Source: an optimization exercise on an open RTL-to-GDS flow (aim: small area and a short achievable clock period). Production flows keep margins and buffers that such runs may drop.
Only simulation tests tie the RTL to the original design; equivalence was not proved.

==> flow/config.mk <==
export PLATFORM = sky130hd
export DESIGN_NAME = softermax
export DESIGN_NICKNAME = softermax
export VERILOG_FILES = /design/flow/design.v
export SDC_FILE = /design/flow/constraint.sdc
export NUM_CORES = 4
export LEC_CHECK = 0
export ABC_AREA = 1
export CAP_MARGIN = 20
export CORE_MARGIN = 2
export CORE_UTILIZATION = 60
export PLACE_DENSITY = 0.72
export SLEW_MARGIN = 20
==> flow/standard.sh <==
#!/bin/bash
# synth_recipe.tcl (not shown) runs the flow's synth.tcl, then flattens the netlist and writes it again
# the make line also repeats each setting of config.mk as NAME=value (left out here)
make -C /OpenROAD-flow-scripts/flow DESIGN_CONFIG=/design/flow/config.mk WORK_HOME=/design/flow/orfs CLKGATE_MAP_FILE= SYNTH_SCRIPT=/design/flow/synth_recipe.tcl "${@:-finish}"
==> flow/design.v <==
module softermax (
    input clk,
    input  [79:0] unnormed_in,
    output [319:0] final_softmax
);
    function automatic [15:0] pow_val(input [1:0] f, input [3:0] s, input z);
        logic [15:0] h;
        begin
            case (f)
                2'd0: h = 16'h8000;
                2'd1: h = 16'h6BA2;
                2'd2: h = 16'h5A82;
                default: h = 16'h4C1B;
            endcase
            pow_val = z ? 16'd0 : (h >> s);
        end
    endfunction
    function automatic [39:0] rk0(input [5:0] dl);
        case (dl)
            6'd0: rk0 = 40'h0c05e80fc0;
            6'd1: rk0 = 40'h0c30006001;
            6'd2: rk0 = 40'h0c6018c042;
            6'd3: rk0 = 40'h0c90312083;
            6'd4: rk0 = 40'h0cc04980c4;
            6'd5: rk0 = 40'h0cf061e105;
            6'd6: rk0 = 40'h0d207a4146;
            6'd7: rk0 = 40'h0d5092a187;
            6'd8: rk0 = 40'h0d80ab01c8;
            6'd9: rk0 = 40'h0db0c36209;
            6'd10: rk0 = 40'h0de0dbc24a;
            6'd11: rk0 = 40'h0e10f4228b;
            6'd12: rk0 = 40'h0e410c82cc;
            6'd13: rk0 = 40'h0e7124e30d;
            6'd14: rk0 = 40'h0ea13d434e;
            6'd15: rk0 = 40'h0ed155a38f;
            6'd16: rk0 = 40'h0f016e03d0;
            6'd17: rk0 = 40'h0f31866411;
            6'd18: rk0 = 40'h0f619ec452;
            6'd19: rk0 = 40'h0f91b72493;
            6'd20: rk0 = 40'h0fc1cf84d4;
            6'd21: rk0 = 40'h0ff1e7e515;
            6'd22: rk0 = 40'h1022004556;
            6'd23: rk0 = 40'h105218a597;
            6'd24: rk0 = 40'h10823105d8;
            6'd25: rk0 = 40'h10b2496619;
            6'd26: rk0 = 40'h10e261c65a;
            6'd27: rk0 = 40'h11127a269b;
            6'd28: rk0 = 40'h11429286dc;
            6'd29: rk0 = 40'h1172aae71d;
            6'd30: rk0 = 40'h11a2c3475e;
            6'd31: rk0 = 40'h11d2dba79f;
            6'd32: rk0 = 40'h1202f407e0;
            6'd33: rk0 = 40'h12330c6821;
            6'd34: rk0 = 40'h126324c862;
            6'd35: rk0 = 40'h12933d28a3;
            6'd36: rk0 = 40'h12c35588e4;
            6'd37: rk0 = 40'h12f36de925;
            6'd38: rk0 = 40'h1323864966;
            6'd39: rk0 = 40'h13539ea9a7;
            6'd40: rk0 = 40'h1383b709e8;
            6'd41: rk0 = 40'h13b3cf6a29;
            6'd42: rk0 = 40'h13e3e7ca6a;
            6'd43: rk0 = 40'h1414002aab;
            6'd44: rk0 = 40'h1444188aec;
            6'd45: rk0 = 40'h147430eb2d;
            6'd46: rk0 = 40'h14a4494b6e;
            6'd47: rk0 = 40'h14d461abaf;
            6'd48: rk0 = 40'h15047a0bf0;
            6'd49: rk0 = 40'h1534926c31;
            6'd50: rk0 = 40'h1564aacc72;
            6'd51: rk0 = 40'h1594c32cb3;
            6'd52: rk0 = 40'h15c4db8cf4;
            6'd53: rk0 = 40'h15f4f3ed35;
            6'd54: rk0 = 40'h16250c4d76;
            6'd55: rk0 = 40'h165524adb7;
            6'd56: rk0 = 40'h16853d0df8;
            6'd57: rk0 = 40'h16b5556e39;
            6'd58: rk0 = 40'h16e56dce7a;
            6'd59: rk0 = 40'h1715862ebb;
            6'd60: rk0 = 40'h17459e8efc;
            6'd61: rk0 = 40'h1775b6ef3d;
            6'd62: rk0 = 40'h17a5cf4f7e;
            6'd63: rk0 = 40'h17d5e7afbf;
            default: rk0 = 40'h0;
        endcase
    endfunction
    function automatic [39:0] rk1(input [5:0] dl);
        case (dl)
            6'd0: rk1 = 40'h1806001000;
            6'd1: rk1 = 40'h1865f40fe0;
            6'd2: rk1 = 40'h18c5e80fc0;
            6'd3: rk1 = 40'h1925dc0fa0;
            6'd4: rk1 = 40'h1985d00f80;
            6'd5: rk1 = 40'h19e5c40f60;
            6'd6: rk1 = 40'h1a45b80f40;
            6'd7: rk1 = 40'h1aa5ac0f20;
            6'd8: rk1 = 40'h1b05a00f00;
            6'd9: rk1 = 40'h1b65940ee0;
            6'd10: rk1 = 40'h1bc5880ec0;
            6'd11: rk1 = 40'h1c257c0ea0;
            6'd12: rk1 = 40'h1c85700e80;
            6'd13: rk1 = 40'h1ce5640e60;
            6'd14: rk1 = 40'h1d45580e40;
            6'd15: rk1 = 40'h1da54c0e20;
            6'd16: rk1 = 40'h1e05400e00;
            6'd17: rk1 = 40'h1e65340de0;
            6'd18: rk1 = 40'h1ec5280dc0;
            6'd19: rk1 = 40'h1f251c0da0;
            6'd20: rk1 = 40'h1f85100d80;
            6'd21: rk1 = 40'h1fe5040d60;
            6'd22: rk1 = 40'h2044f80d40;
            6'd23: rk1 = 40'h20a4ec0d20;
            6'd24: rk1 = 40'h2104e00d00;
            6'd25: rk1 = 40'h2164d40ce0;
            6'd26: rk1 = 40'h21c4c80cc0;
            6'd27: rk1 = 40'h2224bc0ca0;
            6'd28: rk1 = 40'h2284b00c80;
            6'd29: rk1 = 40'h22e4a40c60;
            6'd30: rk1 = 40'h2344980c40;
            6'd31: rk1 = 40'h23a48c0c20;
            6'd32: rk1 = 40'h2404800c00;
            6'd33: rk1 = 40'h2464740be0;
            6'd34: rk1 = 40'h24c4680bc0;
            6'd35: rk1 = 40'h25245c0ba0;
            6'd36: rk1 = 40'h2584500b80;
            6'd37: rk1 = 40'h25e4440b60;
            6'd38: rk1 = 40'h2644380b40;
            6'd39: rk1 = 40'h26a42c0b20;
            6'd40: rk1 = 40'h2704200b00;
            6'd41: rk1 = 40'h2764140ae0;
            6'd42: rk1 = 40'h27c4080ac0;
            6'd43: rk1 = 40'h2823fc0aa0;
            6'd44: rk1 = 40'h2883f00a80;
            6'd45: rk1 = 40'h28e3e40a60;
            6'd46: rk1 = 40'h2943d80a40;
            6'd47: rk1 = 40'h29a3cc0a20;
            6'd48: rk1 = 40'h2a03c00a00;
            6'd49: rk1 = 40'h2a63b409e0;
            6'd50: rk1 = 40'h2ac3a809c0;
            6'd51: rk1 = 40'h2b239c09a0;
            6'd52: rk1 = 40'h2b83900980;
            6'd53: rk1 = 40'h2be3840960;
            6'd54: rk1 = 40'h2c43780940;
            6'd55: rk1 = 40'h2ca36c0920;
            6'd56: rk1 = 40'h2d03600900;
            6'd57: rk1 = 40'h2d635408e0;
            6'd58: rk1 = 40'h2dc34808c0;
            6'd59: rk1 = 40'h2e233c08a0;
            6'd60: rk1 = 40'h2e83300880;
            6'd61: rk1 = 40'h2ee3240860;
            6'd62: rk1 = 40'h2f43180840;
            6'd63: rk1 = 40'h2fa30c0820;
            default: rk1 = 40'h0;
        endcase
    endfunction
    function automatic [39:0] rk2(input [5:0] dl);
        case (dl)
            6'd0: rk2 = 40'h30031fe855;
            6'd1: rk2 = 40'h30631c284b;
            6'd2: rk2 = 40'h30c3186841;
            6'd3: rk2 = 40'h312314a837;
            6'd4: rk2 = 40'h318310e82d;
            6'd5: rk2 = 40'h31e30d2823;
            6'd6: rk2 = 40'h3243096819;
            6'd7: rk2 = 40'h32a305a80f;
            6'd8: rk2 = 40'h330301e805;
            6'd9: rk2 = 40'h3362fe27fb;
            6'd10: rk2 = 40'h33c2fa67f1;
            6'd11: rk2 = 40'h3422f6a7e7;
            6'd12: rk2 = 40'h3482f2e7dd;
            6'd13: rk2 = 40'h34e2ef27d3;
            6'd14: rk2 = 40'h3542eb67c9;
            6'd15: rk2 = 40'h35a2e7a7bf;
            6'd16: rk2 = 40'h3602e3e7b5;
            6'd17: rk2 = 40'h3662e027ab;
            6'd18: rk2 = 40'h36c2dc67a1;
            6'd19: rk2 = 40'h3722d8a797;
            6'd20: rk2 = 40'h3782d4e78d;
            6'd21: rk2 = 40'h37e2d12783;
            6'd22: rk2 = 40'h3842cd6779;
            6'd23: rk2 = 40'h38a2c9a76f;
            6'd24: rk2 = 40'h3902c5e765;
            6'd25: rk2 = 40'h3962c2275b;
            6'd26: rk2 = 40'h39c2be6751;
            6'd27: rk2 = 40'h3a22baa747;
            6'd28: rk2 = 40'h3a82b6e73d;
            6'd29: rk2 = 40'h3ae2b32733;
            6'd30: rk2 = 40'h3b42af6729;
            6'd31: rk2 = 40'h3ba2aba71f;
            6'd32: rk2 = 40'h3c02a7e715;
            6'd33: rk2 = 40'h3c62a4270b;
            6'd34: rk2 = 40'h3cc2a06701;
            6'd35: rk2 = 40'h3d229ca6f7;
            6'd36: rk2 = 40'h3d8298e6ed;
            6'd37: rk2 = 40'h3de29526e3;
            6'd38: rk2 = 40'h3e429166d9;
            6'd39: rk2 = 40'h3ea28da6cf;
            6'd40: rk2 = 40'h3f0289e6c5;
            6'd41: rk2 = 40'h3f628626bb;
            6'd42: rk2 = 40'h3fc28266b1;
            6'd43: rk2 = 40'h40227ea6a7;
            6'd44: rk2 = 40'h40827ae69d;
            6'd45: rk2 = 40'h40e2772693;
            6'd46: rk2 = 40'h4142736689;
            6'd47: rk2 = 40'h41a26fa67f;
            6'd48: rk2 = 40'h42026be675;
            6'd49: rk2 = 40'h426268266b;
            6'd50: rk2 = 40'h42c2646661;
            6'd51: rk2 = 40'h432260a657;
            6'd52: rk2 = 40'h43825ce64d;
            6'd53: rk2 = 40'h43e2592643;
            6'd54: rk2 = 40'h4442556639;
            6'd55: rk2 = 40'h44a251a62f;
            6'd56: rk2 = 40'h45024de625;
            6'd57: rk2 = 40'h45624a261b;
            6'd58: rk2 = 40'h45c2466611;
            6'd59: rk2 = 40'h462242a607;
            6'd60: rk2 = 40'h46823ee5fd;
            6'd61: rk2 = 40'h46e23b25f3;
            6'd62: rk2 = 40'h47423765e9;
            6'd63: rk2 = 40'h47a233a5df;
            default: rk2 = 40'h0;
        endcase
    endfunction
    function automatic [39:0] rk3(input [5:0] dl);
        case (dl)
            6'd0: rk3 = 40'h480217e595;
            6'd1: rk3 = 40'h4862160590;
            6'd2: rk3 = 40'h48c214258b;
            6'd3: rk3 = 40'h4922124586;
            6'd4: rk3 = 40'h4982106581;
            6'd5: rk3 = 40'h49e20e857c;
            6'd6: rk3 = 40'h4a420ca577;
            6'd7: rk3 = 40'h4aa20ac572;
            6'd8: rk3 = 40'h4b0208e56d;
            6'd9: rk3 = 40'h4b62070568;
            6'd10: rk3 = 40'h4bc2052563;
            6'd11: rk3 = 40'h4c2203455e;
            6'd12: rk3 = 40'h4c82016559;
            6'd13: rk3 = 40'h4ce1ff8554;
            6'd14: rk3 = 40'h4d41fda54f;
            6'd15: rk3 = 40'h4da1fbc54a;
            6'd16: rk3 = 40'h4e01f9e545;
            6'd17: rk3 = 40'h4e61f80540;
            6'd18: rk3 = 40'h4ec1f6253b;
            6'd19: rk3 = 40'h4f21f44536;
            6'd20: rk3 = 40'h4f81f26531;
            6'd21: rk3 = 40'h4fe1f0852c;
            6'd22: rk3 = 40'h5041eea527;
            6'd23: rk3 = 40'h50a1ecc522;
            6'd24: rk3 = 40'h5101eae51d;
            6'd25: rk3 = 40'h5161e90518;
            6'd26: rk3 = 40'h51c1e72513;
            6'd27: rk3 = 40'h5221e5450e;
            6'd28: rk3 = 40'h5281e36509;
            6'd29: rk3 = 40'h52e1e18504;
            6'd30: rk3 = 40'h5341dfa4ff;
            6'd31: rk3 = 40'h53a1ddc4fa;
            6'd32: rk3 = 40'h5401dbe4f5;
            6'd33: rk3 = 40'h5461da04f0;
            6'd34: rk3 = 40'h54c1d824eb;
            6'd35: rk3 = 40'h5521d644e6;
            6'd36: rk3 = 40'h5581d464e1;
            6'd37: rk3 = 40'h55e1d284dc;
            6'd38: rk3 = 40'h5641d0a4d7;
            6'd39: rk3 = 40'h56a1cec4d2;
            6'd40: rk3 = 40'h5701cce4cd;
            6'd41: rk3 = 40'h5761cb04c8;
            6'd42: rk3 = 40'h57c1c924c3;
            6'd43: rk3 = 40'h5821c744be;
            6'd44: rk3 = 40'h5881c564b9;
            6'd45: rk3 = 40'h58e1c384b4;
            6'd46: rk3 = 40'h5941c1a4af;
            6'd47: rk3 = 40'h59a1bfc4aa;
            6'd48: rk3 = 40'h5a01bde4a5;
            6'd49: rk3 = 40'h5a61bc04a0;
            6'd50: rk3 = 40'h5ac1ba249b;
            6'd51: rk3 = 40'h5b21b84496;
            6'd52: rk3 = 40'h5b81b66491;
            6'd53: rk3 = 40'h5be1b4848c;
            6'd54: rk3 = 40'h5c41b2a487;
            6'd55: rk3 = 40'h5ca1b0c482;
            6'd56: rk3 = 40'h5d01aee47d;
            6'd57: rk3 = 40'h5d61ad0478;
            6'd58: rk3 = 40'h5dc1ab2473;
            6'd59: rk3 = 40'h5e21a9446e;
            6'd60: rk3 = 40'h5e81a76469;
            6'd61: rk3 = 40'h5ee1a58464;
            6'd62: rk3 = 40'h5f41a3a45f;
            6'd63: rk3 = 40'h5fa1a1c45a;
            default: rk3 = 40'h0;
        endcase
    endfunction
    function automatic [39:0] rk4(input [5:0] dl);
        case (dl)
            6'd0: rk4 = 40'h6001932433;
            6'd1: rk4 = 40'h6061920430;
            6'd2: rk4 = 40'h60c190e42d;
            6'd3: rk4 = 40'h61218fc42a;
            6'd4: rk4 = 40'h61818ea427;
            6'd5: rk4 = 40'h61e18d8424;
            6'd6: rk4 = 40'h62418c6421;
            6'd7: rk4 = 40'h62a18b441e;
            6'd8: rk4 = 40'h63018a241b;
            6'd9: rk4 = 40'h6361890418;
            6'd10: rk4 = 40'h63c187e415;
            6'd11: rk4 = 40'h642186c412;
            6'd12: rk4 = 40'h648185a40f;
            6'd13: rk4 = 40'h64e184840c;
            6'd14: rk4 = 40'h6541836409;
            6'd15: rk4 = 40'h65a1824406;
            6'd16: rk4 = 40'h6601812403;
            6'd17: rk4 = 40'h6661800400;
            6'd18: rk4 = 40'h66c17ee3fd;
            6'd19: rk4 = 40'h67217dc3fa;
            6'd20: rk4 = 40'h67817ca3f7;
            6'd21: rk4 = 40'h67e17b83f4;
            6'd22: rk4 = 40'h68417a63f1;
            6'd23: rk4 = 40'h68a17943ee;
            6'd24: rk4 = 40'h69017823eb;
            6'd25: rk4 = 40'h69617703e8;
            6'd26: rk4 = 40'h69c175e3e5;
            6'd27: rk4 = 40'h6a2174c3e2;
            6'd28: rk4 = 40'h6a8173a3df;
            6'd29: rk4 = 40'h6ae17283dc;
            6'd30: rk4 = 40'h6b417163d9;
            6'd31: rk4 = 40'h6ba17043d6;
            6'd32: rk4 = 40'h6c016f23d3;
            6'd33: rk4 = 40'h6c616e03d0;
            6'd34: rk4 = 40'h6cc16ce3cd;
            6'd35: rk4 = 40'h6d216bc3ca;
            6'd36: rk4 = 40'h6d816aa3c7;
            6'd37: rk4 = 40'h6de16983c4;
            6'd38: rk4 = 40'h6e416863c1;
            6'd39: rk4 = 40'h6ea16743be;
            6'd40: rk4 = 40'h6f016623bb;
            6'd41: rk4 = 40'h6f616503b8;
            6'd42: rk4 = 40'h6fc163e3b5;
            6'd43: rk4 = 40'h702162c3b2;
            6'd44: rk4 = 40'h708161a3af;
            6'd45: rk4 = 40'h70e16083ac;
            6'd46: rk4 = 40'h71415f63a9;
            6'd47: rk4 = 40'h71a15e43a6;
            6'd48: rk4 = 40'h72015d23a3;
            6'd49: rk4 = 40'h72615c03a0;
            6'd50: rk4 = 40'h72c15ae39d;
            6'd51: rk4 = 40'h732159c39a;
            6'd52: rk4 = 40'h738158a397;
            6'd53: rk4 = 40'h73e1578394;
            6'd54: rk4 = 40'h7441566391;
            6'd55: rk4 = 40'h74a155438e;
            6'd56: rk4 = 40'h750154238b;
            6'd57: rk4 = 40'h7561530388;
            6'd58: rk4 = 40'h75c151e385;
            6'd59: rk4 = 40'h762150c382;
            6'd60: rk4 = 40'h76814fa37f;
            6'd61: rk4 = 40'h76e14e837c;
            6'd62: rk4 = 40'h77414d6379;
            6'd63: rk4 = 40'h77a14c4376;
            default: rk4 = 40'h0;
        endcase
    endfunction
    function automatic [39:0] rk5(input [5:0] dl);
        case (dl)
            6'd0: rk5 = 40'h780142e35d;
            6'd1: rk5 = 40'h786142235b;
            6'd2: rk5 = 40'h78c1416359;
            6'd3: rk5 = 40'h792140a357;
            6'd4: rk5 = 40'h79813fe355;
            6'd5: rk5 = 40'h79e13f2353;
            6'd6: rk5 = 40'h7a413e6351;
            6'd7: rk5 = 40'h7aa13da34f;
            6'd8: rk5 = 40'h7b013ce34d;
            6'd9: rk5 = 40'h7b613c234b;
            6'd10: rk5 = 40'h7bc13b6349;
            6'd11: rk5 = 40'h7c213aa347;
            6'd12: rk5 = 40'h7c8139e345;
            6'd13: rk5 = 40'h7ce1392343;
            6'd14: rk5 = 40'h7d41386341;
            6'd15: rk5 = 40'h7da137a33f;
            6'd16: rk5 = 40'h7e0136e33d;
            6'd17: rk5 = 40'h7e6136233b;
            6'd18: rk5 = 40'h7ec1356339;
            6'd19: rk5 = 40'h7f2134a337;
            6'd20: rk5 = 40'h7f8133e335;
            6'd21: rk5 = 40'h7fe1332333;
            6'd22: rk5 = 40'h8041326331;
            6'd23: rk5 = 40'h80a131a32f;
            6'd24: rk5 = 40'h810130e32d;
            6'd25: rk5 = 40'h816130232b;
            6'd26: rk5 = 40'h81c12f6329;
            6'd27: rk5 = 40'h82212ea327;
            6'd28: rk5 = 40'h82812de325;
            6'd29: rk5 = 40'h82e12d2323;
            6'd30: rk5 = 40'h83412c6321;
            6'd31: rk5 = 40'h83a12ba31f;
            6'd32: rk5 = 40'h84012ae31d;
            6'd33: rk5 = 40'h84612a231b;
            6'd34: rk5 = 40'h84c1296319;
            6'd35: rk5 = 40'h852128a317;
            6'd36: rk5 = 40'h858127e315;
            6'd37: rk5 = 40'h85e1272313;
            6'd38: rk5 = 40'h8641266311;
            6'd39: rk5 = 40'h86a125a30f;
            6'd40: rk5 = 40'h870124e30d;
            6'd41: rk5 = 40'h876124230b;
            6'd42: rk5 = 40'h87c1236309;
            6'd43: rk5 = 40'h882122a307;
            6'd44: rk5 = 40'h888121e305;
            6'd45: rk5 = 40'h88e1212303;
            6'd46: rk5 = 40'h8941206301;
            6'd47: rk5 = 40'h89a11fa2ff;
            6'd48: rk5 = 40'h8a011ee2fd;
            6'd49: rk5 = 40'h8a611e22fb;
            6'd50: rk5 = 40'h8ac11d62f9;
            6'd51: rk5 = 40'h8b211ca2f7;
            6'd52: rk5 = 40'h8b811be2f5;
            6'd53: rk5 = 40'h8be11b22f3;
            6'd54: rk5 = 40'h8c411a62f1;
            6'd55: rk5 = 40'h8ca119a2ef;
            6'd56: rk5 = 40'h8d0118e2ed;
            6'd57: rk5 = 40'h8d611822eb;
            6'd58: rk5 = 40'h8dc11762e9;
            6'd59: rk5 = 40'h8e2116a2e7;
            6'd60: rk5 = 40'h8e8115e2e5;
            6'd61: rk5 = 40'h8ee11522e3;
            6'd62: rk5 = 40'h8f411462e1;
            6'd63: rk5 = 40'h8fa113a2df;
            default: rk5 = 40'h0;
        endcase
    endfunction
    function automatic [39:0] rk6(input [5:0] dl);
        case (dl)
            6'd0: rk6 = 40'h90010b62c9;
            6'd1: rk6 = 40'h90610b02c8;
            6'd2: rk6 = 40'h90c10aa2c7;
            6'd3: rk6 = 40'h91210a42c6;
            6'd4: rk6 = 40'h918109e2c5;
            6'd5: rk6 = 40'h91e10982c4;
            6'd6: rk6 = 40'h92410922c3;
            6'd7: rk6 = 40'h92a108c2c2;
            6'd8: rk6 = 40'h93010862c1;
            6'd9: rk6 = 40'h93610802c0;
            6'd10: rk6 = 40'h93c107a2bf;
            6'd11: rk6 = 40'h94210742be;
            6'd12: rk6 = 40'h948106e2bd;
            6'd13: rk6 = 40'h94e10682bc;
            6'd14: rk6 = 40'h95410622bb;
            6'd15: rk6 = 40'h95a105c2ba;
            6'd16: rk6 = 40'h96010562b9;
            6'd17: rk6 = 40'h96610502b8;
            6'd18: rk6 = 40'h96c104a2b7;
            6'd19: rk6 = 40'h97210442b6;
            6'd20: rk6 = 40'h978103e2b5;
            6'd21: rk6 = 40'h97e10382b4;
            6'd22: rk6 = 40'h98410322b3;
            6'd23: rk6 = 40'h98a102c2b2;
            6'd24: rk6 = 40'h99010262b1;
            6'd25: rk6 = 40'h99610202b0;
            6'd26: rk6 = 40'h99c101a2af;
            6'd27: rk6 = 40'h9a210142ae;
            6'd28: rk6 = 40'h9a8100e2ad;
            6'd29: rk6 = 40'h9ae10082ac;
            6'd30: rk6 = 40'h9b410022ab;
            6'd31: rk6 = 40'h9ba0ffc2aa;
            6'd32: rk6 = 40'h9c00ff62a9;
            6'd33: rk6 = 40'h9c60ff02a8;
            6'd34: rk6 = 40'h9cc0fea2a7;
            6'd35: rk6 = 40'h9d20fe42a6;
            6'd36: rk6 = 40'h9d80fde2a5;
            6'd37: rk6 = 40'h9de0fd82a4;
            6'd38: rk6 = 40'h9e40fd22a3;
            6'd39: rk6 = 40'h9ea0fcc2a2;
            6'd40: rk6 = 40'h9f00fc62a1;
            6'd41: rk6 = 40'h9f60fc02a0;
            6'd42: rk6 = 40'h9fc0fba29f;
            6'd43: rk6 = 40'ha020fb429e;
            6'd44: rk6 = 40'ha080fae29d;
            6'd45: rk6 = 40'ha0e0fa829c;
            6'd46: rk6 = 40'ha140fa229b;
            6'd47: rk6 = 40'ha1a0f9c29a;
            6'd48: rk6 = 40'ha200f96299;
            6'd49: rk6 = 40'ha260f90298;
            6'd50: rk6 = 40'ha2c0f8a297;
            6'd51: rk6 = 40'ha320f84296;
            6'd52: rk6 = 40'ha380f7e295;
            6'd53: rk6 = 40'ha3e0f78294;
            6'd54: rk6 = 40'ha440f72293;
            6'd55: rk6 = 40'ha4a0f6c292;
            6'd56: rk6 = 40'ha500f66291;
            6'd57: rk6 = 40'ha560f60290;
            6'd58: rk6 = 40'ha5c0f5a28f;
            6'd59: rk6 = 40'ha620f5428e;
            6'd60: rk6 = 40'ha680f4e28d;
            6'd61: rk6 = 40'ha6e0f4828c;
            6'd62: rk6 = 40'ha740f4228b;
            6'd63: rk6 = 40'ha7a0f3c28a;
            default: rk6 = 40'h0;
        endcase
    endfunction
    function automatic [39:0] rk7(input [5:0] dl);
        case (dl)
            6'd0: rk7 = 40'ha80457eb95;
            6'd1: rk7 = 40'ha864578b94;
            6'd2: rk7 = 40'ha8c4572b93;
            6'd3: rk7 = 40'ha92456cb92;
            6'd4: rk7 = 40'ha984566b91;
            6'd5: rk7 = 40'ha9e4560b90;
            6'd6: rk7 = 40'haa4455ab8f;
            6'd7: rk7 = 40'haaa4554b8e;
            6'd8: rk7 = 40'hab0454eb8d;
            6'd9: rk7 = 40'hab64548b8c;
            6'd10: rk7 = 40'habc4542b8b;
            6'd11: rk7 = 40'hac2453cb8a;
            6'd12: rk7 = 40'hac84536b89;
            6'd13: rk7 = 40'hace4530b88;
            6'd14: rk7 = 40'had4452ab87;
            6'd15: rk7 = 40'hada4524b86;
            6'd16: rk7 = 40'hae0451eb85;
            6'd17: rk7 = 40'hae64518b84;
            6'd18: rk7 = 40'haec4512b83;
            6'd19: rk7 = 40'haf2450cb82;
            6'd20: rk7 = 40'haf84506b81;
            6'd21: rk7 = 40'hafe4500b80;
            6'd22: rk7 = 40'hb0444fab7f;
            6'd23: rk7 = 40'hb0a44f4b7e;
            6'd24: rk7 = 40'hb1044eeb7d;
            6'd25: rk7 = 40'hb1644e8b7c;
            6'd26: rk7 = 40'hb1c44e2b7b;
            6'd27: rk7 = 40'hb2244dcb7a;
            6'd28: rk7 = 40'hb2844d6b79;
            6'd29: rk7 = 40'hb2e44d0b78;
            6'd30: rk7 = 40'hb3444cab77;
            6'd31: rk7 = 40'hb3a44c4b76;
            6'd32: rk7 = 40'hb4044beb75;
            6'd33: rk7 = 40'hb4644b8b74;
            6'd34: rk7 = 40'hb4c44b2b73;
            6'd35: rk7 = 40'hb5244acb72;
            6'd36: rk7 = 40'hb5844a6b71;
            6'd37: rk7 = 40'hb5e44a0b70;
            6'd38: rk7 = 40'hb64449ab6f;
            6'd39: rk7 = 40'hb6a4494b6e;
            6'd40: rk7 = 40'hb70448eb6d;
            6'd41: rk7 = 40'hb764488b6c;
            6'd42: rk7 = 40'hb7c4482b6b;
            6'd43: rk7 = 40'hb82447cb6a;
            6'd44: rk7 = 40'hb884476b69;
            6'd45: rk7 = 40'hb8e4470b68;
            6'd46: rk7 = 40'hb94446ab67;
            6'd47: rk7 = 40'hb9a4464b66;
            6'd48: rk7 = 40'hba0445eb65;
            6'd49: rk7 = 40'hba64458b64;
            6'd50: rk7 = 40'hbac4452b63;
            6'd51: rk7 = 40'hbb2444cb62;
            6'd52: rk7 = 40'hbb84446b61;
            6'd53: rk7 = 40'hbbe4440b60;
            6'd54: rk7 = 40'hbc4443ab5f;
            6'd55: rk7 = 40'hbca4434b5e;
            6'd56: rk7 = 40'hbd0442eb5d;
            6'd57: rk7 = 40'hbd64428b5c;
            6'd58: rk7 = 40'hbdc4422b5b;
            6'd59: rk7 = 40'hbe2441cb5a;
            6'd60: rk7 = 40'hbe84416b59;
            6'd61: rk7 = 40'hbee4410b58;
            6'd62: rk7 = 40'hbf4440ab57;
            6'd63: rk7 = 40'hbfa4404b56;
            default: rk7 = 40'h0;
        endcase
    endfunction
    genvar i, j;
    logic [9:0][6:0] key0;
    logic [9:0][5:0] u0;
    logic [9:0][1:0] f0;
    generate
        for (i = 0; i < 10; i++) begin : g_in
            wire [5:0] w = unnormed_in[8*i+2 +: 6] ^ 6'h20;
            wire       nz = |unnormed_in[8*i +: 2];
            wire       wrap = (&w) & nz;
            assign key0[i] = wrap ? 7'd0 : {w, nz};
            assign u0[i] = w + {5'd0, nz};
            assign f0[i] = 2'd0 - unnormed_in[8*i +: 2];
        end
    endgenerate
    logic [9:0] top;
    logic [6:0] kmx0;
    logic [9:0][9:0] gt;    
    generate
        for (i = 0; i < 10; i++) begin : g_gt
            for (j = i + 1; j < 10; j++) begin : g_pair
                assign gt[j][i] = key0[j] > key0[i];
            end
        end
        for (i = 0; i < 10; i++) begin : g_top
            wire [9:0] ok;
            for (j = 0; j < 10; j++) begin : g_ok
                if (j < i) begin : g_before
                    assign ok[j] = gt[i][j];
                end else if (j > i) begin : g_after
                    assign ok[j] = ~gt[j][i];
                end else begin : g_self
                    assign ok[j] = 1'b1;
                end
            end
            assign top[i] = &ok;
        end
    endgenerate
    always_comb begin
        kmx0 = 7'd0;
        for (int k = 0; k < 10; k++) kmx0 = kmx0 | ({7{top[k]}} & key0[k]);
    end
    wire [5:0] m0 = kmx0[6:1] + {5'd0, kmx0[0]};
    logic [9:0][5:0] u_q;
    logic [9:0][1:0] f_q;
    logic [5:0]      m_q;
    always_ff @(posedge clk) begin
        u_q <= u0;
        f_q <= f0;
        m_q <= m0;
    end
    logic [9:0][15:0] p1;
    generate
        for (i = 0; i < 10; i++) begin : g_p
            wire [5:0] s = m_q - u_q[i];
            assign p1[i] = pow_val(f_q[i], s[3:0], |s[5:4]);
        end
    endgenerate
    wire [18:0] sum1 = p1[0] + p1[1] + p1[2] + p1[3] + p1[4]
                     + p1[5] + p1[6] + p1[7] + p1[8] + p1[9];
    wire [5:0] dl1 = sum1[14:9];
    logic [7:0][39:0] tk1;
    assign tk1[0] = rk0(dl1);
    assign tk1[1] = rk1(dl1);
    assign tk1[2] = rk2(dl1);
    assign tk1[3] = rk3(dl1);
    assign tk1[4] = rk4(dl1);
    assign tk1[5] = rk5(dl1);
    assign tk1[6] = rk6(dl1);
    assign tk1[7] = rk7(dl1);
    logic [9:0][15:0] p_q;
    logic [9:0]       d_q;
    logic [7:0][39:0] tk_q;
    always_ff @(posedge clk) begin
        p_q  <= p1;
        d_q  <= sum1[18:9];
        tk_q <= tk1;
    end
    wire [3:0] k2 = d_q[9:6];
    wire [5:0] dl = d_q[5:0];
    logic [9:0]  rh;
    logic [12:0] rl;
    logic [11:0] rh3;
    logic [14:0] rl3;
    always_comb begin
        rh = 10'd0;
        {rh3, rl3, rl} = 40'd0;
        if (k2 <= 4'd7) begin
            rh = (k2 == 4'd0) ? {4'd1, dl} : {d_q[8:0], 1'b0};
            {rh3, rl3, rl} = tk_q[k2[2:0]];
        end else if (k2 == 4'd8) begin
            rl3 = 15'd2901;
            rl  = 13'd967;
        end else if (k2 == 4'd9) begin
            rl3 = 15'd2592;
            rl  = 13'd864;
        end
    end
    wire [24:0] r2 = {rh, 2'b00, rl};
    wire [26:0] r3 = {rh3, rl3};
    logic [9:0][31:0] y2;
    logic [9:0][7:0][31:0] rows;
    generate
        for (i = 0; i < 10; i++) begin : g_mul
            genvar t;
            for (t = 0; t < 8; t++) begin : g_row
                wire [1:0] dg = p_q[i][2*t+1 -: 2];
                wire sel1 = dg == 2'd1;
                wire sel2 = dg == 2'd2;
                wire sel3 = dg == 2'd3;
                wire [26:0] m = ({27{sel1}} & {2'b00, r2})
                              | ({27{sel2}} & {1'b0, r2, 1'b0})
                              | ({27{sel3}} & r3);
                assign rows[i][t] = {5'd0, m} << (2*t);
            end
            assign y2[i] = rows[i][0] + rows[i][1] + rows[i][2] + rows[i][3]
                         + rows[i][4] + rows[i][5] + rows[i][6] + rows[i][7];
        end
    endgenerate
    logic [319:0] y_q;
    always_ff @(posedge clk) y_q <= y2;
    assign final_softmax = y_q;
endmodule
==> flow/constraint.sdc <==
create_clock -name core_clock -period 17.5 [get_ports {clk}]
set_input_delay 3.5000 -clock core_clock [delete_from_list [all_inputs] [get_ports {clk}]]
set_output_delay 3.5000 -clock core_clock [all_outputs]
set_load 0.01 [all_outputs]
==> flow/flow/run.sh <==
#!/bin/bash
set -euo pipefail
bash standard.sh SETUP_SLACK_MARGIN=11.5 TNS_END_PERCENT=10 finish > standard_flow.log 2>&1
==> results of run 1 <==
==> metrics by stage <==
stage / utilization [%] / instance area (um2) / std cells / worst slack [ns]
2_1_floorplan: - / 110000 / 14476 / 11.10
3_3_place_gp: 63.9 / 116000 / 16597 / 8.80
3_5_place_dp: 63.9 / 116000 / 16597 / 8.76
4_1_cts: 68.2 / 123000 / 16980 / 10.32
==> kinds of logic after synthesis <==
family                     count (synthesis)
and+or+nand+nor                         4119
muxes                                     14
adders and majority gates               2368
DFF                                      682
xor gates and xnor gates                 403
buffers and inverters                   3324
AOI/OAI and AO/OA                       3566
==> repair_timing <==
action | CTS
pin swaps | 111
resized for setup | 610
setup endpoints to repair | 388
cloned | 42
setup buffers | 188
==> how the worst max path moves through the flow <==
stage / end / from / slack (ns) / cells past startpoint
after detailed placement: y_q[276]$_DFF_P_ / d_q[9]$_DFF_P_ / 8.76 / 29
after floorplan: tk_q[219]$_DFF_P_ / m_q[1]$_DFF_P_ / 11.10 / 35
after CTS: m_q[4]$_DFF_P_ / unnormed_in[28] / 10.32 / 23
after global placement: y_q[276]$_DFF_P_ / d_q[9]$_DFF_P_ / 8.80 / 29
==> metal layers <==
metal,overflow,track usage [%]
met4,4,52.6
met3,2,47.8
met1,0,70.0
met5,0,20.2
met2,3,80.5
==> results by group, run 1 <==
Placement
  • GP Congestion: 1.09
  • # port buffers: 400
  • Detail Placement HPWL: 361 mm

Floorplan
  • I/O pin cnt: 401
  • Die width: 431 um
  • Die Span Y: 431 um
  • Initial Util: 60.5%
  • # rows: 156

Synth
  • Synth top area cells: fa_1, dfxtp_1, ha_1
  • Compound-Gate Fraction of Synth Area: 21.0%
  • FFs w/ async S/R, synth: 0%
  • Post-synthesis cell area: 110,000 um2
  • Register bit count reported by yosys: 682
  • Post-Synth Simple-Gate Area: 15.3%
  • Post-synth EDFFs: 0
  • Largest family of logic cells by synthesized area: adder cells
  • Library cells used by synthesis: 71
  • Mapped Nets: 16,925
  • Mean Syn Cell Area: 7.57 um2
  • Synth Flop Type: dfxtp_1
  • Synth area leader: fa_1
  • Cell count after synthesis: 14,476
  • Post-synth top area share: 24.0%
  • Sequential cell area fraction in the yosys report: 12.5%
  • Synth Area in XOR/XNOR: 3.28%
  • Syn. warnings: 1
  • Post-synthesis mux area share: 0.128%
  • Count leader, synth: nand2_1
  • Fraction of the mapped netlist area in adder cells: 36.1%
  • Leading cell types by count after synthesis: nand2_1, inv_1, fa_1, ha_1, a21oi_1

Clock network
  • Htree depth: 3
  • TritonCTS buffer count: 83
  • CTS Buffer Depth: 3
  • Hold_buf cts: 0
  • CTS sink count: 682
  • Root Buffer Master: clkbuf_16

Status
  • Log Error: [ERROR GRT-0232] Routing congestion too high. Check the congestion heatmap in the GUI.
  • Outcome: aborted with a tool error
  • Halt Stage: 5_1_grt

Timing
  • Worst ep type: register input
  • Worst_ep grt: tk_q[101]$_DFF_P_/D

Global routing
  • Total Routing Usage GR: 64.4%
  • Grt total ovfl: 9
  • Largest net degree at the start of global routing: 140
==> run 2: changes to the inputs <==
--- a/flow/design.v
+++ b/flow/design.v
@@ -583,5 +583,4 @@
     endgenerate
     logic [9:0] top;
-    logic [6:0] kmx0;
     logic [9:0][9:0] gt;    
     generate
@@ -605,27 +604,37 @@
         end
     endgenerate
+    logic [5:0] m0;
     always_comb begin
-        kmx0 = 7'd0;
-        for (int k = 0; k < 10; k++) kmx0 = kmx0 | ({7{top[k]}} & key0[k]);
+        m0 = 6'd0;
+        for (int k = 0; k < 10; k++) m0 = m0 | ({6{top[k]}} & u0[k]);
     end
-    wire [5:0] m0 = kmx0[6:1] + {5'd0, kmx0[0]};
-    logic [9:0][5:0] u_q;
+    logic [9:0][3:0] s0;
+    logic [9:0]      z0;
+    generate
+        for (i = 0; i < 10; i++) begin : g_s
+            wire [6:0] u16 = {1'b0, u0[i]} + 7'd16;
+            assign s0[i] = m0[3:0] - u0[i][3:0];
+            assign z0[i] = {1'b0, m0} >= u16;
+        end
+    endgenerate
     logic [9:0][1:0] f_q;
-    logic [5:0]      m_q;
+    logic [9:0][3:0] s_q;
+    logic [9:0]      z_q;
     always_ff @(posedge clk) begin
-        u_q <= u0;
         f_q <= f0;
-        m_q <= m0;
+        s_q <= s0;
+        z_q <= z0;
     end
     logic [9:0][15:0] p1;
     generate
         for (i = 0; i < 10; i++) begin : g_p
-            wire [5:0] s = m_q - u_q[i];
-            assign p1[i] = pow_val(f_q[i], s[3:0], |s[5:4]);
+            assign p1[i] = pow_val(f_q[i], s_q[i], z_q[i]);
         end
     endgenerate
     wire [18:0] sum1 = p1[0] + p1[1] + p1[2] + p1[3] + p1[4]
                      + p1[5] + p1[6] + p1[7] + p1[8] + p1[9];
-    wire [5:0] dl1 = sum1[14:9];
+    wire [9:0] d1 = sum1[18:9];
+    wire [3:0] k1 = d1[9:6];
+    wire [5:0] dl1 = d1[5:0];
     logic [7:0][39:0] tk1;
     assign tk1[0] = rk0(dl1);
@@ -637,14 +646,4 @@
     assign tk1[6] = rk6(dl1);
     assign tk1[7] = rk7(dl1);
-    logic [9:0][15:0] p_q;
-    logic [9:0]       d_q;
-    logic [7:0][39:0] tk_q;
-    always_ff @(posedge clk) begin
-        p_q  <= p1;
-        d_q  <= sum1[18:9];
-        tk_q <= tk1;
-    end
-    wire [3:0] k2 = d_q[9:6];
-    wire [5:0] dl = d_q[5:0];
     logic [9:0]  rh;
     logic [12:0] rl;
@@ -654,17 +653,29 @@
         rh = 10'd0;
         {rh3, rl3, rl} = 40'd0;
-        if (k2 <= 4'd7) begin
-            rh = (k2 == 4'd0) ? {4'd1, dl} : {d_q[8:0], 1'b0};
-            {rh3, rl3, rl} = tk_q[k2[2:0]];
-        end else if (k2 == 4'd8) begin
+        if (k1 <= 4'd7) begin
+            rh = (k1 == 4'd0) ? {4'd1, dl1} : {d1[8:0], 1'b0};
+            {rh3, rl3, rl} = tk1[k1[2:0]];
+        end else if (k1 == 4'd8) begin
             rl3 = 15'd2901;
             rl  = 13'd967;
-        end else if (k2 == 4'd9) begin
+        end else if (k1 == 4'd9) begin
             rl3 = 15'd2592;
             rl  = 13'd864;
         end
     end
-    wire [24:0] r2 = {rh, 2'b00, rl};
-    wire [26:0] r3 = {rh3, rl3};
+    logic [9:0][15:0] p_q;
+    logic [9:0]  rh_q;
+    logic [12:0] rl_q;
+    logic [11:0] rh3_q;
+    logic [14:0] rl3_q;
+    always_ff @(posedge clk) begin
+        p_q   <= p1;
+        rh_q  <= rh;
+        rl_q  <= rl;
+        rh3_q <= rh3;
+        rl3_q <= rl3;
+    end
+    wire [24:0] r2 = {rh_q, 2'b00, rl_q};
+    wire [26:0] r3 = {rh3_q, rl3_q};
     logic [9:0][31:0] y2;
     logic [9:0][7:0][31:0] rows;
==> flow/flow/run.sh (replaced) <==
#!/bin/bash
set -euo pipefail
bash standard.sh SETUP_SLACK_MARGIN=10.5 TNS_END_PERCENT=0 finish > standard_flow.log 2>&1
--- a/flow/config.mk
+++ b/flow/config.mk
@@ -9,5 +9,4 @@
 export CAP_MARGIN = 20
 export CORE_MARGIN = 2
-export CORE_UTILIZATION = 60
-export PLACE_DENSITY = 0.72
+export CORE_UTILIZATION = 40
 export SLEW_MARGIN = 20
==> run 2 against run 1 <==
Now clean on timing, DRC and antenna. Synthesized area down 4.1%. Synthesized cell count decreased by 4.3%.
==> results by group, run 2 <==
Global routing
  • Total Routing Usage GR: 36.1%
  • First-pass GRT wire length: 719 mm
  • Initial antenna violation count: 22
  • Vias in the first global route: 106,544
  • Largest net degree at the start of global routing: 61
  • Grt total ovfl: 0

Timing
  • Worst-Margin Slew: 1.28 ns
  • Worst clock skew: 0.0473 ns
  • Tmin final: 7.26 ns
  • Fin Setup TNS: 0 ns
  • Final period util: 41.5%
  • Fin. max-slew vios: 0
  • Rel. slew slack: 13.9%
  • Final Hold Violating Endpoints: 0
  • RSZ-0062 raised after global routing: yes
  • Hold slack: 0.589 ns
  • Fmax: 0.138 GHz
  • Setup-failing EPs final: 0

Synth
  • FFs w/ async S/R, synth: 0%
  • Sequential cell area fraction in the yosys report: 11.4%
  • Cell count after synthesis: 13,859
  • Synth Area in XOR/XNOR: 3.26%
  • Synth top area cells: fa_1, ha_1, dfxtp_1
  • Synth Flop Type: dfxtp_1
  • Post-synth EDFFs: 0
  • Post-synth top area share: 25.1%
  • Post-synthesis mux area share: 0.00953%
  • Syn. warnings: 1
  • Leading cell types by count after synthesis: inv_1, nand2_1, a21oi_1, fa_1, o22ai_1
  • Synth area leader: fa_1
  • Fraction of the mapped netlist area in adder cells: 37.8%
  • Post-Synth Simple-Gate Area: 12.3%
  • Largest family of logic cells by synthesized area: adder cells
  • Count leader, synth: inv_1
  • Post-synthesis cell area: 105,000 um2
  • Mean Syn Cell Area: 7.57 um2
  • Library cells used by synthesis: 62
  • Compound-Gate Fraction of Synth Area: 23.1%
  • Mapped Nets: 16,326
  • Register bit count reported by yosys: 598

Floorplan
  • Initial Util: 40.1%
  • # rows: 188
  • I/O pin cnt: 401
  • Die Span Y: 516 um
  • Core area: 262,000 um2
  • Die width: 516 um
  • Die area: 267,000 um2

Setup path
  • Flop2flop setup slack: 10.26 ns
  • CP startpoint kind: primary input
  • Critical Path End: z_q[0]$_DFF_P_
  • CP startpoint: unnormed_in[66]
  • Max stage delay on crit path: 0.54 ns
  • CP max FO: 6
  • Worst Setup End Kind: register
  • CP Data Arrival Time: 7.89 ns
  • CP max-delay cell: clkdlybuf4s50_1
  • FF-to-FF path depth: 25
  • Kind of critical path: in -> reg
  • WP data required: 18.13 ns
  • Worst flop-to-flop path startpoint: z_q[1]$_DFF_P_
  • Worst R2R End: rl3_q[5]$_DFF_P_

Finish
  • Reg with most FFs: y_q
  • Multi-input logic area: 83,100 um2
  • Most common cell after layout, fill and taps aside: inv_1
  • Final nets: 16,311
  • Most frequent cells in the layout: inv_1, nand2_1, a21oi_1, fa_1, o22ai_1
  • Area Overhead vs Synth: 14.0%
  • Final instance area: 120,000 um2
  • Share of post-route cells with drive strength above 1: 9.01%
  • Fillers: 26,235
  • Max reg flops: 320
  • Register Area: 12,100 um2
  • Biggest regs: y_q x320, p_q x160, s_q x40

Hold path
  • Hold/Removal Path Class: reg -> reg

Placement
  • Detail Placement HPWL: 352 mm
  • GP Congestion: 1.07
  • # port buffers: 400
  • Dpl cell area: 112,000 um2

Status
  • Outcome: no timing/DRC/antenna violations

Clock network
  • Htree depth: 3
  • CTS sink count: 598
  • CTS Buffer Depth: 3
  • Root Buffer Master: clkbuf_16
  • Clock network latency to the later pin of the worst-skew pair: 0.78 ns
  • TritonCTS clock tree: built
  • CTS clock-pin slew for the worst setup and hold paths: 0.07 ns
  • TritonCTS buffer count: 82

Routing
  • Via density: 6.27
  • Drt first pass iters: 9
  • # DRC: 0
  • Antenna-violating nets left: 0
  • Initial DRC count: 15,511
  • Post-Route WL: 497 mm
  • WL/cell: 28.5 um
  • Via count: 109,394

Job
  • Max Cap Viol: 0
-- run 2: timing repair --
| action | CTS | global route |
|---|---|---|
| pin swaps | 74 | 66 |
| setup buffers | 125 | 43 |
| gates cloned | 5 | 3 |
| resized for setup | 562 | 247 |
| hold buffers | 0 | 0 |
| setup endpoints to repair | 103 | 142 |
-- run 2: per-stage QoR --
stage / cells / utilization (%) / setup slack, ns
after floorplan: 13859 / - / 10.50
after global placement: 17097 / 42.8 / 8.40
after detailed placement: 17097 / 42.8 / 8.31
after global routing: 17431 / 45.7 / 10.03
after CTS: 17379 / 45.2 / 10.41
final: 17438 / 45.7 / 10.24
-- run 2: area by class of cell --
cell class / count / area share, %
diodes: 11 / 0.0230
clock buffers: 102 / 1.84
clock inverters: 50 / 0.470
inverters: 2348 / 7.51
multi-input cells: 9924 / 69.4
flip-flops and latches: 598 / 10.1
well taps: 3515 / 3.68
repair buffers: 890 / 6.94
-- run 2: layer usage --
metal	GRT usage, %	routed length, um	up-vias
li1	-	-	46882
met1	45.7	186000	51334
met2	51.0	197000	8765
met3	13.0	71600	2401
met4	24.5	42000	12
met5	0.126	85	-
-- run 2: cell families (layout without fill, tap and decap cells) --
group / count (synthesis) / in the layout
muxes: 1 / 1
buffers and inverters: 3339 / 3390
xor gates and xnor gates: 387 / 387
other: 0 / 11
DFF: 598 / 598
adders and majority gates: 2386 / 2386
AOI/OAI and AO/OA: 3965 / 3965
and+or+nand+nor: 3183 / 3185
-- run 2: worst min path at each step --
| stage | startpoint | to | slack (ns) | cells after the start |
|---|---|---|---|---|
| after floorplan | s_q[39]$_DFF_P_ | p_q[158]$_DFF_P_ | 0.43 | 1 |
| after global placement | p_q[80]$_DFF_P_ | y_q[160]$_DFF_P_ | 0.56 | 2 |
| after detailed placement | p_q[80]$_DFF_P_ | y_q[160]$_DFF_P_ | 0.57 | 2 |
| after CTS | z_q[2]$_DFF_P_ | p_q[38]$_DFF_P_ | 0.57 | 1 |
| after global routing | z_q[2]$_DFF_P_ | p_q[38]$_DFF_P_ | 0.60 | 1 |
| final | z_q[2]$_DFF_P_ | p_q[38]$_DFF_P_ | 0.59 | 1 |
-- run 2: worst max-delay path, delay by kind of cell --
kind | cells | cell delay (ns)
AOI/OAI and AO/OA | 8 | 0.90
adders and majority gates | 2 | 0.55
buffers and inverters | 6 | 1.41
and+or+nand+nor | 11 | 1.52
==> run 3: changes to the inputs <==
==> flow/run.sh (new file) <==
#!/bin/bash
# synth_recipe.tcl (not shown) runs the flow's synth.tcl, then flattens the netlist and writes it again
# the make line also repeats each setting of config.mk as NAME=value (left out here)
make -C /OpenROAD-flow-scripts/flow DESIGN_CONFIG=/design/flow/config.mk WORK_HOME=/design/flow/orfs CLKGATE_MAP_FILE= SYNTH_SCRIPT=/design/flow/synth_recipe.tcl finish
removed: flow/flow/run.sh
removed: flow/standard.sh
==> run 3 against run 2 <==
Still clean. First-iteration DRC count is 4.2% higher. Die area is the same. Critical path depth rose by 9. Clock skew grew 0.032 ns. Synthesized area stayed put. Routed wire length about the same. Global-route usage is 0.072 points higher. Maximum frequency decreased by 18%. Via count shrank 1.0%. Setup slack got worse by 1.6 ns. Critical path type is now reg -> reg.
==> results by group, run 3 <==
Status
  • Outcome: no timing/DRC/antenna violations

Synth
  • Compound-Gate Fraction of Synth Area: 23.1%
  • Mapped Nets: 16,326
  • Syn. warnings: 1
  • Count leader, synth: inv_1
  • Synth Flop Type: dfxtp_1
  • Register bit count reported by yosys: 598
  • Post-synthesis mux area share: 0.00953%
  • Fraction of the mapped netlist area in adder cells: 37.8%
  • Largest family of logic cells by synthesized area: adder cells
  • Post-Synth Simple-Gate Area: 12.3%
  • Synth area leader: fa_1
  • FFs w/ async S/R, synth: 0%
  • Post-synth top area share: 25.1%
  • Synth Area in XOR/XNOR: 3.26%
  • Cell count after synthesis: 13,859
  • Library cells used by synthesis: 62
  • Leading cell types by count after synthesis: inv_1, nand2_1, a21oi_1, fa_1, o22ai_1
  • Sequential cell area fraction in the yosys report: 11.4%
  • Post-synth EDFFs: 0
  • Synth top area cells: fa_1, ha_1, dfxtp_1
  • Mean Syn Cell Area: 7.57 um2
  • Post-synthesis cell area: 105,000 um2

Setup path
  • Flop2flop setup slack: 8.59 ns
  • Max stage delay on crit path: 0.63 ns
  • CP max FO: 19
  • FF-to-FF path depth: 36
  • CP max-delay cell: nor2_1
  • Levels on crit path: 36
  • Worst R2R End: rl3_q[9]$_DFF_P_
  • WP data required: 18.23 ns
  • Worst flop-to-flop path startpoint: f_q[10]$_DFF_P_
  • Worst Setup End Kind: register
  • Delay-heaviest family, CP: simple AND/OR/NAND/NOR gates
  • Crit path buf inv count: 7
  • Kind of critical path: reg -> reg
  • CP startpoint: f_q[10]$_DFF_P_
  • Crit path top cell by count: nand2_1
  • CP startpoint kind: register
  • CP Data Arrival Time: 9.64 ns

Routing
  • # DRC: 0
  • Antenna-violating nets left: 0
  • Via count: 108,247
  • Initial DRC count: 16,162
  • Drt first pass iters: 10
  • Post-Route WL: 496 mm
  • WL/cell: 28.8 um
  • Via density: 6.27

Hold path
  • Hold path cells: 2
  • Hold/Removal Path Class: reg -> reg
  • Hold_sp: p_q[32]$_DFF_P_
  • Hold Crit Endpoint: y_q[64]$_DFF_P_

Finish
  • Most common cell after layout, fill and taps aside: inv_1
  • Non-filler cells, final: 17,257
  • Max reg flops: 320
  • Post-layout util: 43.9%
  • Most frequent cells in the layout: inv_1, nand2_1, a21oi_1, fa_1, o22ai_1
  • Biggest regs: y_q x320, p_q x160, s_q x40
  • Final instance area: 115,000 um2
  • Share of post-route cells with drive strength above 1: 4.28%
  • Area Overhead vs Synth: 9.42%
  • Final nets: 16,138
  • Reg with most FFs: y_q

Timing
  • Rel. slew slack: 15.7%
  • Final period util: 50.9%
  • Fmax: 0.112 GHz
  • Setup-failing EPs final: 0
  • Worst-Margin Slew: 1.26 ns
  • Worst clock skew: 0.0788 ns
  • Hold slack: 0.554 ns
  • Final Hold Violating Endpoints: 0
  • RSZ-0062 raised after global routing: no
  • Fin. max-slew vios: 0
  • Tmin final: 8.91 ns
  • Fin Setup TNS: 0 ns

Global routing
  • Largest net degree at the start of global routing: 54
  • Total Routing Usage GR: 36.2%
  • Met2 Use GR: 52.0%
  • Met3 Use GR: 12.1%
  • First-pass GRT wire length: 716 mm
  • Initial antenna violation count: 27
  • Busiest layer in global routing: met2
  • Grt total ovfl: 0
  • Vias in the first global route: 105,385
  • GR Layer Usage met1: 46.3%

Placement
  • GP Congestion: 1.03
  • Dpl cell area: 112,000 um2
  • Inst Count DP: 17,105
  • # port buffers: 400
  • Detail Placement HPWL: 359 mm

Floorplan
  • # rows: 188
  • Initial Util: 40.1%
  • Die Span Y: 516 um
  • Die area: 267,000 um2
  • Core area: 262,000 um2
  • Die width: 516 um
  • I/O pin cnt: 401

Clock network
  • Htree depth: 3
  • CTS clock-pin slew for the worst setup and hold paths: 0.08 ns
  • Resized Gates After CTS: 0
  • CTS sink count: 598
  • Hold_buf cts: 0
  • Post-CTS setup buffer count: 0
  • CTS Buffer Depth: 3
  • Clock network latency to the later pin of the worst-skew pair: 0.80 ns
  • TritonCTS buffer count: 79
  • TritonCTS clock tree: built
  • Root Buffer Master: clkbuf_16

Job
  • Max Cap Viol: 0
-- run 3: cell counts after synthesis --
Identical to the previous run, type by type.
-- run 3: layer usage --
layer,part of all wire (%),up-vias
li1,-,46488
met1,38,50841
met2,40,8613
met3,14,2285
met4,7.7,20
met5,0.051,-
-- run 3: stage by stage --
stage	setup slack, ns
2_1_floorplan	10.12
3_3_place_gp	8.14
3_5_place_dp	8.02
4_1_cts	8.81
5_1_grt	8.32
6_report	8.59
-- run 3: worst max-delay path by stage --
stage | endpoint | slack [ns]
after global routing | rl3_q[9]$_DFF_P_ | 8.32
after detailed placement | z_q[3]$_DFF_P_ | 8.02
final | rl3_q[9]$_DFF_P_ | 8.59
after global placement | z_q[0]$_DFF_P_ | 8.14
after CTS | z_q[3]$_DFF_P_ | 8.81
after floorplan | z_q[8]$_DFF_P_ | 10.12
-- run 3: cell families (layout without fill, tap and decap cells) --
logic type | Yosys count | after routing
fa+ha+maj | 2386 | 2386
mux | 1 | 1
simple gates | 3183 | 3183
other cells | 0 | 13
compound gates | 3965 | 3965
xor+xnor | 387 | 387
buf+inv | 3339 | 3209
flops | 598 | 598
-- run 3: final cells by class --
cell class | instances | area, um2
Antenna cell | 13 | 32.5
Multi-Input combinational cell | 9922 | 80400
Timing Repair Buffer | 722 | 6430
Tap cell | 3515 | 4400
Fill cell | 26917 | 147000
Sequential cell | 598 | 12000
Clock buffer | 100 | 2140
Inverter | 2348 | 8860
Clock inverter | 39 | 551
-- run 3: worst register-to-register path: cells and delay by family, from the launching register on --
| kind | cells | cell delay, ns |
|---|---|---|
| adders and majority gates | 7 | 3.07 |
| buffers and inverters | 7 | 1.06 |
| DFF | 1 | 0.58 |
| AOI/OAI and AO/OA | 3 | 0.41 |
| xor gates and xnor gates | 1 | 0.57 |
| and+or+nand+nor | 18 | 3.14 |
==> run 4: changes to the inputs <==
==> flow/flow/run.sh (new file) <==
#!/bin/bash
set -euo pipefail
bash standard.sh SETUP_SLACK_MARGIN=12 TNS_END_PERCENT=0 finish > standard_flow.log 2>&1
==> flow/standard.sh (new file) <==
#!/bin/bash
# synth_recipe.tcl (not shown) runs the flow's synth.tcl, then flattens the netlist and writes it again
# the make line also repeats each setting of config.mk as NAME=value (left out here)
make -C /OpenROAD-flow-scripts/flow DESIGN_CONFIG=/design/flow/config.mk WORK_HOME=/design/flow/orfs CLKGATE_MAP_FILE= SYNTH_SCRIPT=/design/flow/synth_recipe.tcl "${@:-finish}"
removed: flow/run.sh
==> run 4 against run 3 <==
Still clean. Critical path type is now in -> reg. Register-to-register slack improved by 2.0 ns. Sequential share of layout area fell by 0.69 points. Setup slack improved by 1.9 ns. Largest cell class unchanged. Highest routed layer unchanged. First-iteration DRC count is 5.9% lower. Sequential cell count stayed put. Die area stayed put. Synthesized cell count unchanged. Maximum frequency is 28% higher. Synthesized area stayed put. Non-clock buffer count up 359.
==> results by group, run 4 <==
Timing
  • PnR worst setup slack: 10.54 ns
  • Final period util: 39.8%
  • Fmax: 0.144 GHz
  • Worst clock skew: 0.0684 ns
  • Setup-failing EPs final: 0
  • Final Hold Violating Endpoints: 0
  • Rel. slew slack: 18.4%
  • Fin. max-slew vios: 0
  • Tmin final: 6.96 ns
  • Worst-Margin Slew: 1.22 ns
  • RSZ-0062 raised after global routing: yes
  • Fin Setup TNS: 0 ns

Synth
  • Count leader, synth: inv_1
  • Mapped Nets: 16,326
  • Synth area leader: fa_1
  • Compound-Gate Fraction of Synth Area: 23.1%
  • Post-synthesis mux area share: 0.00953%
  • Library cells used by synthesis: 62
  • Post-Synth Simple-Gate Area: 12.3%
  • Synth Flop Type: dfxtp_1
  • Post-synth EDFFs: 0
  • FFs w/ async S/R, synth: 0%
  • Register bit count reported by yosys: 598
  • Mean Syn Cell Area: 7.57 um2
  • Syn. warnings: 1
  • Leading cell types by count after synthesis: inv_1, nand2_1, a21oi_1, fa_1, o22ai_1
  • Fraction of the mapped netlist area in adder cells: 37.8%
  • Post-synth top area share: 25.1%
  • Largest family of logic cells by synthesized area: adder cells
  • Post-synthesis cell area: 105,000 um2
  • Cell count after synthesis: 13,859
  • Sequential cell area fraction in the yosys report: 11.4%
  • Synth Area in XOR/XNOR: 3.26%
  • Synth top area cells: fa_1, ha_1, dfxtp_1

Clock network
  • Root Buffer Master: clkbuf_16
  • Clock network latency to the later pin of the worst-skew pair: 0.80 ns
  • Hold_buf cts: 0
  • TritonCTS clock tree: built
  • CTS Buffer Depth: 3
  • Htree depth: 3
  • CTS sink count: 598
  • TritonCTS buffer count: 79
  • CTS clock-pin slew for the worst setup and hold paths: 0.06 ns

Floorplan
  • Die area: 267,000 um2
  • Core area: 262,000 um2
  • Die Span Y: 516 um
  • Die width: 516 um
  • I/O pin cnt: 401
  • Initial Util: 40.1%
  • # rows: 188

Routing
  • Via density: 6.29
  • Initial DRC count: 15,216
  • WL/cell: 28.8 um
  • Antenna-violating nets left: 0
  • # DRC: 0
  • Drt first pass iters: 10
  • Via count: 110,974
  • Post-Route WL: 507 mm

Global routing
  • Grt total ovfl: 0
  • Initial antenna violation count: 22
  • GR Layer Usage met1: 46.1%
  • Largest net degree at the start of global routing: 68
  • Met3 Use GR: 13.7%
  • Total Routing Usage GR: 36.4%
  • Met2 Use GR: 51.8%
  • Busiest layer in global routing: met2
  • Vias in the first global route: 107,213
  • First-pass GRT wire length: 725 mm

Finish
  • Most common cell after layout, fill and taps aside: inv_1
  • Reg with most FFs: y_q
  • Multi-input logic area: 85,400 um2
  • Most frequent cells in the layout: inv_1, nand2_1, a21oi_1, fa_1, o22ai_1
  • Area Overhead vs Synth: 18.1%
  • Biggest regs: y_q x320, p_q x160, s_q x40
  • Final instance area: 124,000 um2
  • Final nets: 16,505
  • Max reg flops: 320
  • Post-layout util: 47.4%
  • Register Area: 12,100 um2
  • Fillers: 25,915
  • Share of post-route cells with drive strength above 1: 13.3%

Setup path
  • CP startpoint kind: primary input
  • Kind of critical path: in -> reg
  • CP max FO: 8
  • Worst Setup End Kind: register
  • Flop2flop setup slack: 10.56 ns
  • WP data required: 18.18 ns
  • CP Data Arrival Time: 7.65 ns

Placement
  • # port buffers: 400
  • Dpl cell area: 112,000 um2
  • Pre-CTS WS: 8.19 ns
  • Detail Placement HPWL: 355 mm
  • GP Congestion: 1.04

Job
  • Max Cap Viol: 0

Status
  • Outcome: no timing/DRC/antenna violations

Hold path
  • Hold/Removal Path Class: reg -> reg
-- run 4: final timing paths --
check,endpoint,cells past startpoint,start
worst min-delay path,p_q[38]$_DFF_P_,1,z_q[2]$_DFF_P_
worst max register to register,y_q[95]$_DFF_P_,21,rl_q[3]$_SDFF_PP0_
worst max-delay path,z_q[4]$_DFF_P_,27,unnormed_in[0]
worst min register to register,p_q[38]$_DFF_P_,1,z_q[2]$_DFF_P_
-- run 4: metrics by stage --
| step | hold WS, ns | cells |
|---|---|---|
| after floorplan | 0.427 | 13859 |
| after global placement | 0.562 | 17098 |
| after detailed placement | 0.567 | 17099 |
| after CTS | 0.573 | 17395 |
| after global routing | 0.601 | 17621 |
| final | 0.588 | 17635 |
-- run 4: critical path, cell delays in order --
cell and delay (ns):
dlygate4sd2_1 0.31, inv_2 0.10, ha_4 0.16, inv_2 0.07, nand2_8 0.21, nand2_8 0.12
buf_4 0.17, ha_1 0.28, nand4_1 0.16, buf_4 0.18, o22ai_4 0.19, nor3_2 0.08
nand2_1 0.09, nor4_2 0.05, nand2_2 0.14, nor2_4 0.05, nor4_4 0.29, buf_4 0.19
nand3_4 0.14, buf_12 0.18, ha_4 0.26, nand2_1 0.06, o21ai_2 0.16, nand2_1 0.08
a31oi_1 0.18, o21ai_1 0.08, a21oi_1 0.14
-- run 4: routing by layer --
| metal | up-vias | share of wire [%] |
|---|---|---|
| li1 | 47267 | - |
| met1 | 52453 | 37 |
| met2 | 8844 | 40 |
| met3 | 2388 | 14 |
| met4 | 22 | 8.0 |
| met5 | - | 0.032 |
-- run 4: final cells by class --
type / count / share of cell area, %
antenna: 15 / 0.0303
timing repair inverter: 2 / 0.0101
clock buffer: 95 / 1.71
multi-input combinational: 9928 / 68.9
clock inverter: 53 / 0.628
inverter: 2348 / 7.36
tap: 3515 / 3.55
sequential: 598 / 9.79
timing repair buffer: 1081 / 8.02
-- run 4: cell families after synthesis --
logic type / after synthesis
compound gates: 3965
buf+inv: 3339
simple gates: 3183
fa+ha+maj: 2386
flops: 598
xor+xnor: 387
mux: 1
-- run 4: timing repair --
item	4_1_cts	5_1_grt
pin swaps	116	298
setup buffers	142	214
resized for setup	679	951
endpoints found under the setup margin	289	294
cloned	6	11

re-timing with driven ports:
The flow's constraints put no driver on any port. The routed layouts listed below were extracted and timed again, unchanged, in two steps.
Step 1 sets driving cells, clkbuf_16 on the clock port and buf_2 on the other inputs (assumed; they add their load-dependent delay and slew).
Step 2, shift: input delay + t, output delay - t, t = (earliest + latest rising clock arrival at the registers) / 2. This alone moves slack from input paths to output paths.
a / b / c = no drivers / after step 1 / after step 2; a / b = the first two.
run | t, ns | setup slack, ns | worst hold slack (ns) | worst setup path at the end
run 2 | 0.865 | 10.238 / 10.256 / 9.458 | 0.589 / 0.589 / 0.589 | input to register
run 3 | 0.866 | 8.595 / 8.595 / 7.930 | 0.554 / 0.554 / 0.554 | input to register
run 4 | 0.869 | 10.537 / 10.560 / 9.716 | 0.588 / 0.588 / 0.588 | input to register
After both steps setup and hold are still met in every run listed. For run 4, which loses most, drivers alone change the setup slack by +0.023 ns; drivers and shift together by -0.821 ns.
